From an optimization exercise on the open Yosys and OpenROAD flow, aimed at small area, a short achievable clock period and few clock cycles; shortcuts taken in it are not production practice.
At most, simulation tests tie the RTL to the original design; equivalence was not proved.
Power figures rest on the tool's default switching activity, not on a simulated workload.

Setup of red:
## L1_cache
module L1_cache
(
	input clk,
	input rst,
	input [31:0] mem_address, mem_wdata,
	input logic mem_read, mem_write,
	input [3:0] mem_byte_enable,
	output [31:0] mem_rdata,
	output logic mem_resp,
	input logic pmem_resp,
	input [255:0] pmem_rdata,
	output pmem_read, pmem_write,
	output logic [31:0] pmem_address,
	output [255:0] pmem_wdata
);
clock: 10.0 ns
lec_check: 0
abc_area: 1
cap_margin: 20
core_area: 4 4 226 226
die_area: 0 0 230 230
place_density: 0.6
slew_margin: 20
standard.sh (not shown) runs the stock make flow with config.mk's settings and CLKGATE_MAP_FILE= SYNTH_SCRIPT=/design/flow/synth_recipe.tcl, a recipe that flattens the netlist after the stock synthesis.
==> flow/flow/run.sh <==
#!/bin/bash
# Standard layout, with plain buffers on the ports and timing repair aimed at
# a larger setup margin. The whole ORFS output goes to standard_flow.log.
set -euo pipefail
bash standard.sh "BUFFER_PORTS_ARGS=-buffer_cell sky130_fd_sc_hd__buf_2" SETUP_SLACK_MARGIN=6.9 finish > standard_flow.log 2>&1
Edits applied to the flow inputs when going from red to blue:
==> flow/flow/run.sh <==
#!/bin/bash
# Standard layout, with plain buffers on the ports and timing repair aimed at
# a larger setup margin. The whole ORFS output goes to standard_flow.log.
set -euo pipefail
bash standard.sh "BUFFER_PORTS_ARGS=-buffer_cell sky130_fd_sc_hd__buf_1" SETUP_SLACK_MARGIN=6.9 finish > standard_flow.log 2>&1
[summary]
Comparing total setup buffers inserted after CTS for blue and red, the smaller number came from red. When blue is measured against red, its violation count after the first detailed-routing iteration turns out 107 lower. blue: via count is about 2.6% lower than what red reported. blue vs red, length of routed met3 wiring went down by about 14%. Going from red to blue, data arrival time of the critical path shrinks by 20 ps. red → blue: wire length after detailed routing dropped 3.6%; setup slack after layout shows an increase of 14 ps. blue against red: combinational-cell power consumption moved down, final cell count moved down. Final design instance area without fill improves in blue relative to red.
Function was not checked in any run of this note: the RTL went through the layout flow alone.

* * *

## v29
The RTL this note starts from:
==> flow/design.v <==
module L1_cache
(
	input clk,
	input rst,
	input [31:0] mem_address, mem_wdata,
	input logic mem_read, mem_write,
	input [3:0] mem_byte_enable,
	output [31:0] mem_rdata,
	output logic mem_resp,
	input logic pmem_resp,
	input [255:0] pmem_rdata,
	output pmem_read, pmem_write,
	output logic [31:0] pmem_address,
	output [255:0] pmem_wdata
);
logic [255:0] line;
logic [26:0] tag;
logic valid, dirty;
logic [7:0] wsel;      
logic [3:0] wbe;       
logic [31:0] rdata_q;  
logic [3:0] s, o;
wire req     = mem_read | mem_write;
wire cidle   = ~(s[3] | s[1] | s[0]);
wire hit     = valid & (tag == mem_address[31:5]);
wire st_done = s[1] & (|wbe);       
function automatic logic [3:0] next(input logic [3:0] q, input logic rq,
	input logic ht, input logic dn, input logic pr);
	logic rd, wr, rs, pd, cidle, miss, rd_start;
	{rd, wr, rs, pd} = q;
	cidle = ~(rd | rs | pd);
	miss = cidle & rq & ~ht;
	rd_start = (miss & ~dn) | (pd & wr & pr);
	next[3] = rd ? ~pr : rd_start;
	next[2] = wr ? ~pr : ((~rd | pr) & dn);
	next[1] = (cidle & rq & ht) | (rd & pr);
	next[0] = pd ? ~(wr & pr) : (miss & dn);
endfunction
wire st_hit  = cidle & mem_write & (|mem_byte_enable) & hit;
wire st_fill = s[3] & pmem_resp & (|wbe);
wire dirty_n = st_done | st_hit | st_fill | (dirty & ~(s[2] & pmem_resp));
always_ff @(posedge clk) begin
	if (rst) begin
		s <= 4'b0;
		o <= 4'b0;
		valid <= 1'b0;
		dirty <= 1'b0;
	end else begin
		s <= next(s, req, hit, dirty_n, pmem_resp);
		o <= next(o, req, hit, dirty_n, pmem_resp);
		dirty <= dirty_n;
		if (s[3] & pmem_resp) valid <= 1'b1;
		else if (cidle & ~req & ~dirty_n) valid <= 1'b0;
	end
end
assign pmem_read    = o[3];
assign pmem_write   = o[2];
assign mem_resp     = o[1];
assign pmem_address = {tag, 5'b0};
assign pmem_wdata   = line;
assign mem_rdata    = rdata_q;
always_ff @(posedge clk) begin
	if (cidle) begin
		for (int w = 0; w < 8; w++)
			wsel[w] <= (mem_address[4:2] == 3'(w));
		wbe <= mem_write ? mem_byte_enable : 4'b0;
	end
	if ((cidle & ~dirty_n) | (s[0] & s[2] & pmem_resp))
		tag <= mem_address[31:5];
end
logic [255:0] line_d;
always_comb begin
	for (int k = 0; k < 32; k++) begin
		logic m, f, h;
		m = wsel[k / 4] & wbe[k % 4] & (s[3] | s[1]);
		f = s[3] & ~m;
		h = ~s[3] & ~m;
		line_d[8*k +: 8] = ({8{m}} & mem_wdata[8*(k%4) +: 8])
		                 | ({8{f}} & pmem_rdata[8*k +: 8])
		                 | ({8{h}} & line[8*k +: 8]);
	end
end
always_ff @(posedge clk)
	line <= line_d;
logic [7:0] rsel;
logic [31:0] rdata_d;
always_comb begin
	for (int w = 0; w < 8; w++)
		rsel[w] = cidle ? (mem_address[4:2] == 3'(w)) : wsel[w];
	rdata_d = '0;
	for (int w = 0; w < 8; w++)
		rdata_d = rdata_d | ({32{rsel[w]}} & line_d[32*w +: 32]);
end
always_ff @(posedge clk)
	rdata_q <= rdata_d;
endmodule
==> flow/config.mk <==
export PLATFORM = sky130hd
export DESIGN_NAME = L1_cache
export DESIGN_NICKNAME = L1_cache
export VERILOG_FILES = /design/flow/design.v
export SDC_FILE = /design/flow/constraint.sdc
export NUM_CORES = 4
export LEC_CHECK = 0
export ABC_AREA = 1
export CAP_MARGIN = 20
export CORE_AREA = 4 4 156 156
export DIE_AREA = 0 0 160 160
export PLACE_DENSITY = 0.85
export SLEW_MARGIN = 20
==> flow/constraint.sdc <==
create_clock -name core_clock -period 10.0 [get_ports {clk}]
set_input_delay 2.0000 -clock core_clock [delete_from_list [all_inputs] [get_ports {clk}]]
set_output_delay 2.0000 -clock core_clock [all_outputs]
set_load 0.01 [all_outputs]
==> flow/flow/run.sh <==
#!/bin/bash
# Standard layout, with plain buffers on the ports, closer port pins, a
# clock tree without dummy loads and timing repair aimed at a larger setup
# margin. The whole ORFS output goes to standard_flow.log.
set -euo pipefail
bash standard.sh "BUFFER_PORTS_ARGS=-buffer_cell sky130_fd_sc_hd__buf_1" \
  "CTS_ARGS=-sink_clustering_enable -repair_clock_nets -dont_use_dummy_load -buf_list sky130_fd_sc_hd__clkbuf_8 -root_buf sky130_fd_sc_hd__clkbuf_16 -sink_clustering_size 16 -sink_clustering_max_diameter 60" \
  "PLACE_PINS_ARGS=-min_distance 1 -min_distance_in_tracks" \
  SETUP_SLACK_MARGIN=6.9 finish > standard_flow.log 2>&1
Testbench counts of v29, summed over its fixed seeds: cycles 134,489.
Setup changes, v29 to v32
==> flow/flow/run.sh <==
#!/bin/bash
# Standard layout, with plain buffers on the ports, a clock tree without
# dummy loads and timing repair aimed at a larger setup margin. The whole
# ORFS output goes to standard_flow.log.
set -euo pipefail
bash standard.sh "BUFFER_PORTS_ARGS=-buffer_cell sky130_fd_sc_hd__buf_1" \
  "CTS_ARGS=-sink_clustering_enable -repair_clock_nets -dont_use_dummy_load -buf_list sky130_fd_sc_hd__clkbuf_8 -root_buf sky130_fd_sc_hd__clkbuf_16 -sink_clustering_size 16 -sink_clustering_max_diameter 60" \
  SETUP_SLACK_MARGIN=6.9 finish > standard_flow.log 2>&1
--- a/flow/config.mk
+++ b/flow/config.mk
@@ -9,5 +9,5 @@
 export CAP_MARGIN = 20
-export CORE_AREA = 4 4 156 156
-export DIE_AREA = 0 0 160 160
-export PLACE_DENSITY = 0.85
+export CORE_AREA = 4 4 226 226
+export DIE_AREA = 0 0 230 230
+export PLACE_DENSITY = 0.6
 export SLEW_MARGIN = 20
[summary]
[diff] total power, v32 relative to v29: regression. Global-route wire length before repair, v32 and v29: lower on v29. From v29 to v32 the numbers moved as follows: standard cell core area higher, number of enable-type register cells in the synthesized netlist has remained practically unchanged, die area now sits higher. Of the two values seen for highest layer used for signal routing, met4 was produced by v32 and met5 by v29. v32 vs v29 — cell area rose about 3.6%.
Input-level comparison between v55 and v32:
==> flow/flow/run.sh <==
#!/bin/bash
# Standard layout, with plain buffers on the ports, closer port pins, a
# clock tree without dummy loads and timing repair aimed at a larger setup
# margin. The whole ORFS output goes to standard_flow.log.
set -euo pipefail
bash standard.sh "BUFFER_PORTS_ARGS=-buffer_cell sky130_fd_sc_hd__buf_1" \
  "CTS_ARGS=-sink_clustering_enable -repair_clock_nets -dont_use_dummy_load -buf_list sky130_fd_sc_hd__clkbuf_8 -root_buf sky130_fd_sc_hd__clkbuf_16 -sink_clustering_size 16 -sink_clustering_max_diameter 60" \
  "PLACE_PINS_ARGS=-min_distance 1 -min_distance_in_tracks" \
  SETUP_SLACK_MARGIN=6.9 finish > standard_flow.log 2>&1
--- a/flow/config.mk
+++ b/flow/config.mk
@@ -8,6 +8,6 @@
 export ABC_AREA = 1
-export CAP_MARGIN = 20
-export CORE_AREA = 4 4 226 226
-export DIE_AREA = 0 0 230 230
-export PLACE_DENSITY = 0.6
-export SLEW_MARGIN = 20
+export CAP_MARGIN = 5
+export CORE_AREA = 4 4 181 181
+export DIE_AREA = 0 0 185 185
+export PLACE_DENSITY = 0.75
+export SLEW_MARGIN = 5
Notes after the runs:
Placer congestion estimate: v32 and v55 compared, lower one is v32
Compared to v32, v55 has portion of the clock cycle consumed by the worst path in the final layout 0.24 points higher.
v55 vs v32 — overall power of the completed layout dropped 210 uW.
Cmp v32 and v55 / worst setup slack / higher: v32
From v32 to v55 the numbers moved as follows: leakage power shrank by about 1.8%; total via count in the routed design grew by 204; part of the power in the clock network shrank by 0.8 points.
Changes in v28 relative to v55:
==> flow/flow/run.sh <==
#!/bin/bash
# Standard layout, with plain buffers on the ports, a clock tree without
# dummy loads and timing repair aimed at a larger setup margin. The whole
# ORFS output goes to standard_flow.log.
set -euo pipefail
bash standard.sh "BUFFER_PORTS_ARGS=-buffer_cell sky130_fd_sc_hd__buf_1" \
  "CTS_ARGS=-sink_clustering_enable -repair_clock_nets -dont_use_dummy_load -buf_list sky130_fd_sc_hd__clkbuf_16 -root_buf sky130_fd_sc_hd__clkbuf_16 -sink_clustering_size 24 -sink_clustering_max_diameter 120 -distance_between_buffers 400" \
  SETUP_SLACK_MARGIN=6.9 finish > standard_flow.log 2>&1
--- a/flow/config.mk
+++ b/flow/config.mk
@@ -8,6 +8,6 @@
 export ABC_AREA = 1
-export CAP_MARGIN = 5
-export CORE_AREA = 4 4 181 181
-export DIE_AREA = 0 0 185 185
-export PLACE_DENSITY = 0.75
-export SLEW_MARGIN = 5
+export CAP_MARGIN = 20
+export CORE_AREA = 4 4 226 226
+export DIE_AREA = 0 0 230 230
+export PLACE_DENSITY = 0.6
+export SLEW_MARGIN = 20
==> run summary <==
The flow did not stop early for v28: all stages ran, and the layout cleared the timing, DRC and antenna checks. No stage failed in v55, and the final checks on the layout all came back clean. The number of standard cells after synthesis on v28 is in line with that on v55. Comparing global-route usage for v28 and v55, the bigger number came from v55. Comparing v28 and v55, the higher inserted tap cell count was measured on v28. Side by side, number of global-route vias before repair turned out higher in v28 than in v55. v28 and v55 ended up with nearly the same final worst hold slack.
Edits applied to the flow inputs when going from v28 to v21:
==> flow/flow/run.sh <==
#!/bin/bash
# Standard layout, with plain buffers on the ports, closer port pins, a
# clock tree without dummy loads and timing repair aimed at a larger setup
# margin. The whole ORFS output goes to standard_flow.log.
set -euo pipefail
bash standard.sh "BUFFER_PORTS_ARGS=-buffer_cell sky130_fd_sc_hd__buf_1" \
  "CTS_ARGS=-sink_clustering_enable -repair_clock_nets -dont_use_dummy_load -buf_list sky130_fd_sc_hd__clkbuf_8 -root_buf sky130_fd_sc_hd__clkbuf_16 -sink_clustering_size 16 -sink_clustering_max_diameter 60" \
  "PLACE_PINS_ARGS=-min_distance 1 -min_distance_in_tracks" \
  SETUP_SLACK_MARGIN=6.9 finish > standard_flow.log 2>&1
--- a/flow/config.mk
+++ b/flow/config.mk
@@ -9,5 +9,5 @@
 export CAP_MARGIN = 20
-export CORE_AREA = 4 4 226 226
-export DIE_AREA = 0 0 230 230
-export PLACE_DENSITY = 0.6
+export CORE_AREA = 4 4 181 181
+export DIE_AREA = 0 0 185 185
+export PLACE_DENSITY = 0.75
 export SLEW_MARGIN = 20
Results
Comparing count of clock-buffer cells in the layout for v21 and v28, the smaller number came from v28.
Status: worst hold slack parity (v21, v28)
Compared with v28, v21 is the less power-hungry design.
The run with more routed wire is v28, not v21.
In v21, the placeable core region came out 18000 um^2 below the value in v28.
| final worst slack | v21 vs v28 | better |
In the tables for v21 and v28, switching power as a share of total power reads higher with v21.
In v21, the final standard cell utilization of the core came out 21 points above the value in v28.
Compared to v28, v21 has site row count 17 lower.
diff inputs: v21 => v4
--- a/flow/config.mk
+++ b/flow/config.mk
@@ -11,2 +11,3 @@
 export DIE_AREA = 0 0 185 185
+export GPL_TIMING_DRIVEN = 0
 export PLACE_DENSITY = 0.75
==> comparison <==
- Any difference in maximum clock rate between v4 and v21 is small enough to ignore.
- Of v4 and v21, it is v4 that has the higher final period demand of the worst path.
- Global-route track usage on met1: v4 > v21
- Looking at total number of vias across v4 and v21, the one that comes out higher is v4.
- Of v4 and v21, the run reporting the lower met1 wire length was v21.
- The standard cells in v4 occupy more silicon area than those in v21 do.
- Taking v21 as the reference, in v4 total setup buffers inserted after CTS shows an increase of 9, wire length shows an increase of about 8%, total power shows an increase of about 1.9%.

[static timing again, ports no longer ideal]
The flow's constraints put no driver on any port. The routed layouts listed below were extracted and timed again, unchanged, in two steps. Step 1 (the two cells are an assumption about what drives the block):
set clk [get_ports {clk}]
set_driving_cell -lib_cell sky130_fd_sc_hd__clkbuf_16 $clk
set_driving_cell -lib_cell sky130_fd_sc_hd__buf_2 [delete_from_list [all_inputs] $clk]
Step 2 adds t to the input delays and takes it off the output delays; t is the mean of the earliest and latest rising clock arrival at the registers after step 1. Input paths then give back, and output paths get back, about the clock's delay inside the block. a / b / c = ideal ports / drivers / drivers and shift; a / b = the first two.
run	shift t [ns]	setup WS [ns]	worst setup path at the end	worst register clock-pin slew, ns	cell pins on the clock port's net
red	0.611	6.862 / 6.804 / 6.401	input to register	0.07 / 0.07	1
blue	0.593	6.876 / 6.817 / 6.380	input to register	0.07 / 0.07	1
v29	0.581	6.671 / 6.618 / 6.180	input to register	0.11 / 0.11	1
v32	0.564	6.888 / 6.834 / 6.336	input to register	0.11 / 0.11	1
v55	0.573	6.863 / 6.812 / 6.335	input to register	0.11 / 0.11	1
v28	0.563	6.861 / 6.808 / 6.371	input to register	0.11 / 0.11	1
v21	0.570	6.869 / 6.819 / 6.370	input to register	0.10 / 0.10	1
v4	0.578	6.862 / 6.808 / 6.308	input to register	0.11 / 0.11	1
After both steps every run listed still meets setup and hold. The setup slack of v4, which loses most, moves by -0.054 ns with the drivers and by -0.554 ns with both steps.
